Background: an optimization exercise with open tools, aiming at small area. Do not read the settings as production practice. In this exercise RTL edits were held to simulation tests only and were not proved equivalent to the original. No activity file was given, so power comes from the tool's default toggle rates.

**flow/run.sh**
```bash
#!/bin/bash
# synth_recipe.tcl (not shown) runs the flow's synth.tcl, then flattens the netlist and writes it again
# the make line also repeats each setting of config.mk as NAME=value (left out here)
make -C /OpenROAD-flow-scripts/flow DESIGN_CONFIG=/design/flow/config.mk WORK_HOME=/design/flow/orfs CLKGATE_MAP_FILE= SYNTH_SCRIPT=/design/flow/synth_recipe.tcl finish
```
**flow/config.mk**
```make
export PLATFORM = sky130hd
export DESIGN_NAME = top_tx
export DESIGN_NICKNAME = top_tx
export VERILOG_FILES = /design/flow/design.v
export SDC_FILE = /design/flow/constraint.sdc
export NUM_CORES = 4
export LEC_CHECK = 0
export ABC_AREA = 1
export CAP_MARGIN = 20
export CORE_MARGIN = 2
export CORE_UTILIZATION = 40
export SLEW_MARGIN = 20
```
**flow/constraint.sdc**
```tcl
create_clock -name core_clock -period 10.0 [get_ports {clock}]
set_input_delay 2.0000 -clock core_clock [delete_from_list [all_inputs] [get_ports {clock}]]
set_output_delay 2.0000 -clock core_clock [all_outputs]
set_load 0.01 [all_outputs]
```
**flow/design.v**
```verilog
module PRBS #(parameter NB = 9, parameter SEED = 9'h1AA)(
	output o_data,
	input i_reset, i_valid, clock, i_enable);
reg [NB-1:0] shift_reg;
always @(posedge clock) begin
	if (i_reset)
		shift_reg <= SEED;
	else if (i_enable && i_valid)
		shift_reg <= {shift_reg[NB-2:0], shift_reg[4] ^ shift_reg[0]};
end
assign o_data = shift_reg[NB-1];
endmodule
module fir_filter (
	input clk, i_enable, i_valid, i_prbs, i_rst,
	output [12:0] o_data
);
reg [6:0] so;
reg pend, b, z;
reg [2:0] k;
reg [8:0] x0;
always @(*) begin
	case ({so[3], so[2], k})
		5'd0: x0 = 9'd119;
		5'd1: x0 = 9'd118;
		5'd2: x0 = 9'd118;
		5'd3: x0 = 9'd118;
		5'd4: x0 = 9'd118;
		5'd5: x0 = 9'd117;
		5'd6: x0 = 9'd118;
		5'd7: x0 = 9'd118;
		5'd8: x0 = 9'd382;
		5'd9: x0 = 9'd118;
		5'd10: x0 = 9'd88;
		5'd11: x0 = 9'd51;
		5'd12: x0 = 9'd8;
		5'd13: x0 = 9'd475;
		5'd14: x0 = 9'd436;
		5'd15: x0 = 9'd403;
		5'd16: x0 = 9'd89;
		5'd17: x0 = 9'd374;
		5'd18: x0 = 9'd381;
		5'd19: x0 = 9'd403;
		5'd20: x0 = 9'd436;
		5'd21: x0 = 9'd475;
		5'd22: x0 = 9'd8;
		5'd23: x0 = 9'd51;
		5'd24: x0 = 9'd352;
		5'd25: x0 = 9'd374;
		5'd26: x0 = 9'd351;
		5'd27: x0 = 9'd336;
		5'd28: x0 = 9'd326;
		5'd29: x0 = 9'd321;
		5'd30: x0 = 9'd326;
		5'd31: x0 = 9'd336;
	endcase
end
reg [5:0] x1;
always @(*) begin
	case ({so[4], so[1], k})
		5'd0: x1 = 6'd0;
		5'd1: x1 = 6'd0;
		5'd2: x1 = 6'd0;
		5'd3: x1 = 6'd0;
		5'd4: x1 = 6'd0;
		5'd5: x1 = 6'd0;
		5'd6: x1 = 6'd0;
		5'd7: x1 = 6'd0;
		5'd8: x1 = 6'd20;
		5'd9: x1 = 6'd0;
		5'd10: x1 = 6'd6;
		5'd11: x1 = 6'd15;
		5'd12: x1 = 6'd23;
		5'd13: x1 = 6'd31;
		5'd14: x1 = 6'd34;
		5'd15: x1 = 6'd31;
		5'd16: x1 = 6'd6;
		5'd17: x1 = 6'd0;
		5'd18: x1 = 6'd20;
		5'd19: x1 = 6'd31;
		5'd20: x1 = 6'd34;
		5'd21: x1 = 6'd31;
		5'd22: x1 = 6'd23;
		5'd23: x1 = 6'd15;
		5'd24: x1 = 6'd26;
		5'd25: x1 = 6'd0;
		5'd26: x1 = 6'd26;
		5'd27: x1 = 6'd46;
		5'd28: x1 = 6'd57;
		5'd29: x1 = 6'd62;
		5'd30: x1 = 6'd57;
		5'd31: x1 = 6'd46;
	endcase
end
reg [3:0] x2;
always @(*) begin
	case ({so[6], so[5], so[0], k})
		6'd0: x2 = 4'd10;
		6'd1: x2 = 4'd10;
		6'd2: x2 = 4'd10;
		6'd3: x2 = 4'd10;
		6'd4: x2 = 4'd10;
		6'd5: x2 = 4'd10;
		6'd6: x2 = 4'd10;
		6'd7: x2 = 4'd10;
		6'd8: x2 = 4'd6;
		6'd9: x2 = 4'd10;
		6'd10: x2 = 4'd10;
		6'd11: x2 = 4'd9;
		6'd12: x2 = 4'd7;
		6'd13: x2 = 4'd6;
		6'd14: x2 = 4'd4;
		6'd15: x2 = 4'd4;
		6'd16: x2 = 4'd10;
		6'd17: x2 = 4'd10;
		6'd18: x2 = 4'd6;
		6'd19: x2 = 4'd4;
		6'd20: x2 = 4'd4;
		6'd21: x2 = 4'd6;
		6'd22: x2 = 4'd7;
		6'd23: x2 = 4'd9;
		6'd24: x2 = 4'd6;
		6'd25: x2 = 4'd10;
		6'd26: x2 = 4'd6;
		6'd27: x2 = 4'd3;
		6'd28: x2 = 4'd1;
		6'd29: x2 = 4'd2;
		6'd30: x2 = 4'd1;
		6'd31: x2 = 4'd3;
		6'd32: x2 = 4'd9;
		6'd33: x2 = 4'd10;
		6'd34: x2 = 4'd10;
		6'd35: x2 = 4'd9;
		6'd36: x2 = 4'd9;
		6'd37: x2 = 4'd9;
		6'd38: x2 = 4'd9;
		6'd39: x2 = 4'd9;
		6'd40: x2 = 4'd5;
		6'd41: x2 = 4'd10;
		6'd42: x2 = 4'd10;
		6'd43: x2 = 4'd8;
		6'd44: x2 = 4'd6;
		6'd45: x2 = 4'd5;
		6'd46: x2 = 4'd3;
		6'd47: x2 = 4'd3;
		6'd48: x2 = 4'd9;
		6'd49: x2 = 4'd10;
		6'd50: x2 = 4'd6;
		6'd51: x2 = 4'd3;
		6'd52: x2 = 4'd3;
		6'd53: x2 = 4'd5;
		6'd54: x2 = 4'd6;
		6'd55: x2 = 4'd8;
		6'd56: x2 = 4'd5;
		6'd57: x2 = 4'd10;
		6'd58: x2 = 4'd6;
		6'd59: x2 = 4'd2;
		6'd60: x2 = 4'd0;
		6'd61: x2 = 4'd1;
		6'd62: x2 = 4'd0;
		6'd63: x2 = 4'd2;
	endcase
end
reg p0;
always @(*) begin
	case (k)
		3'd0: p0 = 1'b0;
		3'd1: p0 = 1'b0;
		3'd2: p0 = 1'b1;
		3'd3: p0 = 1'b0;
		3'd4: p0 = 1'b1;
		3'd5: p0 = 1'b1;
		3'd6: p0 = 1'b1;
		3'd7: p0 = 1'b0;
	endcase
end
wire [8:0] fh = x0 + x1 + x2;
wire [9:0] f = {fh, p0};
always @(posedge clk) begin
	if (i_rst)
		so <= 7'd0;
	else if (i_enable && pend)
		so <= {so[5:0], b};
end
always @(posedge clk) begin
	if (i_rst) begin
		pend <= 1'b0;
		z <= 1'b1;
		k <= 3'd0;
	end else if (i_enable) begin
		pend <= i_valid;
		z <= 1'b0;
		k <= k + 1'b1;
	end
end
always @(posedge clk)
	if (i_enable)
		b <= i_prbs;
wire [9:0] fz = z ? 10'd0 : f;
assign o_data = {{3{fz[9]}}, fz};
endmodule
module top_tx #(parameter NB_COUNT = 3)(
			input i_reset,
			input [3:0] i_enable,
			input clock,
			output [3:0] o_leds,
			output [12:0] fir_out
			);
reg [NB_COUNT-1:0] count;
wire valid;
wire data_prbs;
assign o_leds = i_enable;
always @(posedge clock) begin
	if (i_reset)
		count <= {NB_COUNT{1'b0}};
	else if (i_enable[0])
		count <= count + 1'b1;
end
assign valid = &count;
PRBS u_prbs (.o_data(data_prbs), .i_reset(i_reset), .i_valid(valid), .clock(clock), .i_enable(i_enable[1]));
fir_filter u_fir (.clk(clock), .i_rst(i_reset), .i_valid(valid), .i_enable(i_enable[2]), .i_prbs(data_prbs), .o_data(fir_out));
endmodule
```
==> results.tsv <==
stage	metric	value	unit
drt	via/cell ratio	5.529	
logic_synthesis	Ys Warns	3	
global_routing	vias in the first global route	2115	
timing	setup TNS	0	ps
logic_synthesis	Yosys cell types	37	
power_and_ir_drop	IR drop worst, VDD	0.1035	mV
drt	DRT Pass-1 Iters	6	
finish	FILL cells	564	
placement	GP Congestion	0.9686	
clocking	post-CTS setup buffer count	0	
global_routing	All-Layer GR Usage	0.2020	
power_and_ir_drop	P_leak	1.080	nW
setup_path	worst path cell trace	clkinv_1 -> ha_1 -> inv_1 -> nor2_1 -> inv_1 -> o21ai_0 -> o21ai_0 -> fa_1 -> ha_1 -> fa_1 -> nand4_1 -> o211ai_1 -> nand2_1 -> nand2_1 -> nor2_1 -> clkdlybuf4s50_1	
logic_synthesis	sequential share of the synthesized area	0.2415	
setup_path	WP data required	8000	ps
worst_hold_path	Hold Path Class	reg -> reg	
floorplanning	core area	5205	sq um
setup_path	Critical Path Max Stage Delay	540	ps
finish	max FFs per register	9	
finish	Antenna diodes	0	
clocking	CTS Root Cell	clkbuf_8	
logic_synthesis	EDFF count, synth	1	
logic_synthesis	Post-Synth Simple-Gate Area	0.2694	
clocking	clk sink count	26	
drt	antenna violation net count after detailed routing	0	
timing	final hold vios	0	
timing	measured slew at the worst slew-check pin	591.1	ps
logic_synthesis	mux share of post-synthesis cell area	0	
logic_synthesis	synth cell count leaders	nand2_1 (62), inv_1 (40), nor2_1 (40), o21ai_0 (34)	
logic_synthesis	Post-Synth XOR/XNOR Area	0.003986	
power_and_ir_drop	pwr dens	116.8	nW/um^2
global_routing	pin count of the biggest net entering global routing	23	
drt	Routed wire per std cell	14.34	um
outcome	status	complete, no violations	
clocking	CTS tree	done	
timing	Final setup viols	0	
drt	# DRC	0	
timing	unrepaired setup endpoints after global routing	no	
finish	nets@finish	368	
timing	Final period util	0.6294	
timing	final max-slew violation count	0	
setup_path	Crit-path slowest cell	clkdlybuf4s50_1	
logic_synthesis	Netlist Area Pre-Place	2197	sq um
setup_path	CP startpoint kind	register	
clocking	Clock Path Buffers	2	
logic_synthesis	top-count cell post-synth	nand2_1	
logic_synthesis	post-synth top area share	0.2278	
finish	Final Core Density	0.4639	
clocking	worst-skew pair later-pin latency	260	ps
logic_synthesis	Synth area leader	dfxtp_1	
global_routing	initial antenna violation count	0	
finish	layout cells sized above 1	0.03550	
logic_synthesis	ys async rst share	0	
floorplanning	Initial Util	0.4221	
logic_synthesis	largest family of logic cells by synthesized area	simple AND/OR/NAND/NOR gates	
finish	Syn-to-layout area delta	9.909	%
drt	drt total wl	5851	um
timing	minimum clock period	6294	ps
drt	Iter 0 DRT Violations	343	
clocking	Worst-path clk slew	80	ps
global_routing	total gr overflow	0	
logic_synthesis	Synth Area in Adders	0.1481	
placement	Port Buf Inserts	20	
floorplanning	Die W	78.12	um
setup_path	WP data arrival	4290	ps
logic_synthesis	post-synthesis cell count	331	
placement	dpl hpwl	4620	um
setup_path	worst-path maximum fanout	10	
finish	Register Area	530.5	sq um
floorplanning	# rows	26	
logic_synthesis	ranking of synthesized cells by area	dfxtp_1 (23%), nand2_1 (11%), ha_1 (10%), o21ai_0 (7.7%), inv_1 (6.8%)	
floorplanning	die height	78.12	um
clocking	post-cts resize count	0	
clocking	CTS Buf Count	3	
floorplanning	Ports	23	
finish	multi-input logic area	1386	sq um
timing	maximum clock rate	0.1589	GHz
global_routing	first-pass GRT wire length	9956	um
floorplanning	die area	6102	sq um
run	max-cap violation count	0	
logic_synthesis	Yosys reg bits	26	
clocking	# hold bufs at CTS	0	
timing	Setup Skew	4.144	ps
timing	Rel. slew slack	0.6054	
logic_synthesis	syn_area_per_cell	6.638	sq um
setup_path	Worst Setup Path Type	reg -> out	
logic_synthesis	dominant synthesized flop cell	dfxtp_1	
clocking	H-tree levels	1	
drt	DR vias	2256	
timing	Hold WS	466.2	ps
setup_path	endpoint class of the critical path	primary output	
logic_synthesis	Mapped Nets	360	
logic_synthesis	compound-gate portion of the synthesized area	0.2096	
[cells by family (layout without fill, tap and decap cells)]
| family | after synthesis | after routing |
|---|---|---|
| buffers and inverters | 61 | 68 |
| DFF | 26 | 26 |
| and+or+nand+nor | 140 | 140 |
| xor gates and xnor gates | 1 | 1 |
| adders and majority gates | 23 | 23 |
| AOI/OAI and AO/OA | 80 | 80 |
[worst paths after layout]
path | startpoint | endpoint | slack, ps | cells past startpoint
max | u_fir.k[0]$_SDFFE_PP0P_ | fir_out[8] | 3710 | 16
min | u_prbs.shift_reg[6]$_SDFFE_PP0P_ | u_prbs.shift_reg[7]$_SDFFE_PP1P_ | 470 | 2
max reg2reg | u_fir.k[2]$_SDFFE_PP0P_ | u_fir.p0$_DFF_P_ | 8250 | 6
min reg2reg | u_prbs.shift_reg[6]$_SDFFE_PP0P_ | u_prbs.shift_reg[7]$_SDFFE_PP1P_ | 470 | 2
[worst max-delay path: cells and delay by family (launching register included)]
family                   cells  cell delay [ps]
AND/OR/NAND/NOR              5              560
buffers and inverters        4             1010
adder cells (fa/ha/maj)      4             1580
AO/OA/AOI/OAI                3              430
flip-flops                   1              440
[layout make-up]
type	count	share of cell area
tap	70	0.03627
timing repair buffer	20	0.08290
inverter	44	0.06839
clock buffer	4	0.01865
multi-input combinational	244	0.5741
sequential	26	0.2197
[routing by layer]
layer  global-route usage  vias to the layer above  wire length (um)
li1                     -                     1108                 -
met1               0.2593                     1012              2509
met2               0.3578                      117              2792
met3              0.01149                       19               354
met4              0.07368                        0               195
met5                    0                        -                 0
[where the power goes]
group	switching [mW]	internal, mW
registers	0.00700	0.109
clock network	0.0291	0.0284
logic	0.0649	0.0441
[per-stage QoR]
stage | power, mW | setup WS, ps | area [sq um] | instances
CTS | 0.2838 | 3719 | 2415 | 408
detailed placement | 0.2253 | 4016 | 2370 | 404
finish | 0.2820 | 3706 | 2415 | 408
floorplan | 0.1934 | 4822 | 2197 | 331
global route | 0.3061 | 3251 | 2415 | 408
global placement | 0.2278 | 4056 | 2370 | 404
[placed cells by master, fill, tap and decap left out, types with 3 or more instances in the layout]
cell	Yosys	final
ha_1	18	18
o21ai_0	34	34
a21oi_1	25	25
nand2_1	62	62
inv_2	3	3
dfxtp_1	25	25
clkdlybuf4s50_1	0	20
nor3_1	5	5
clkbuf_8	0	3
inv_1	40	40
o211ai_1	6	6
nor2_1	40	40
fa_1	5	5
nand3_1	25	25

## re-timing with driven ports
The flow's constraints put no driver on any port. The routed layout listed below was extracted and timed again, unchanged, in two steps. Step 1 (the two cells are an assumption about what drives the block):
set clk [get_ports {clock}]
set_driving_cell -lib_cell sky130_fd_sc_hd__clkbuf_16 $clk
set_driving_cell -lib_cell sky130_fd_sc_hd__buf_2 [delete_from_list [all_inputs] $clk]
Step 2 adds t to the input delays and takes it off the output delays; t is the mean of the earliest and latest rising clock arrival at the registers after step 1. Input paths then give back, and output paths get back, about the clock's delay inside the block. Three values: ideal ports, drivers, drivers and shift; two values: the first two.
shift t [ns]: 0.277
slack for setup (ns): 3.706 / 3.685 / 3.962
worst setup path after step 2: register to output
worst slew at a driven data input, ns: 0.06
After both steps this run still meets setup and hold. The setup slack of this run moves by -0.021 ns with the drivers and by +0.256 ns with both steps.
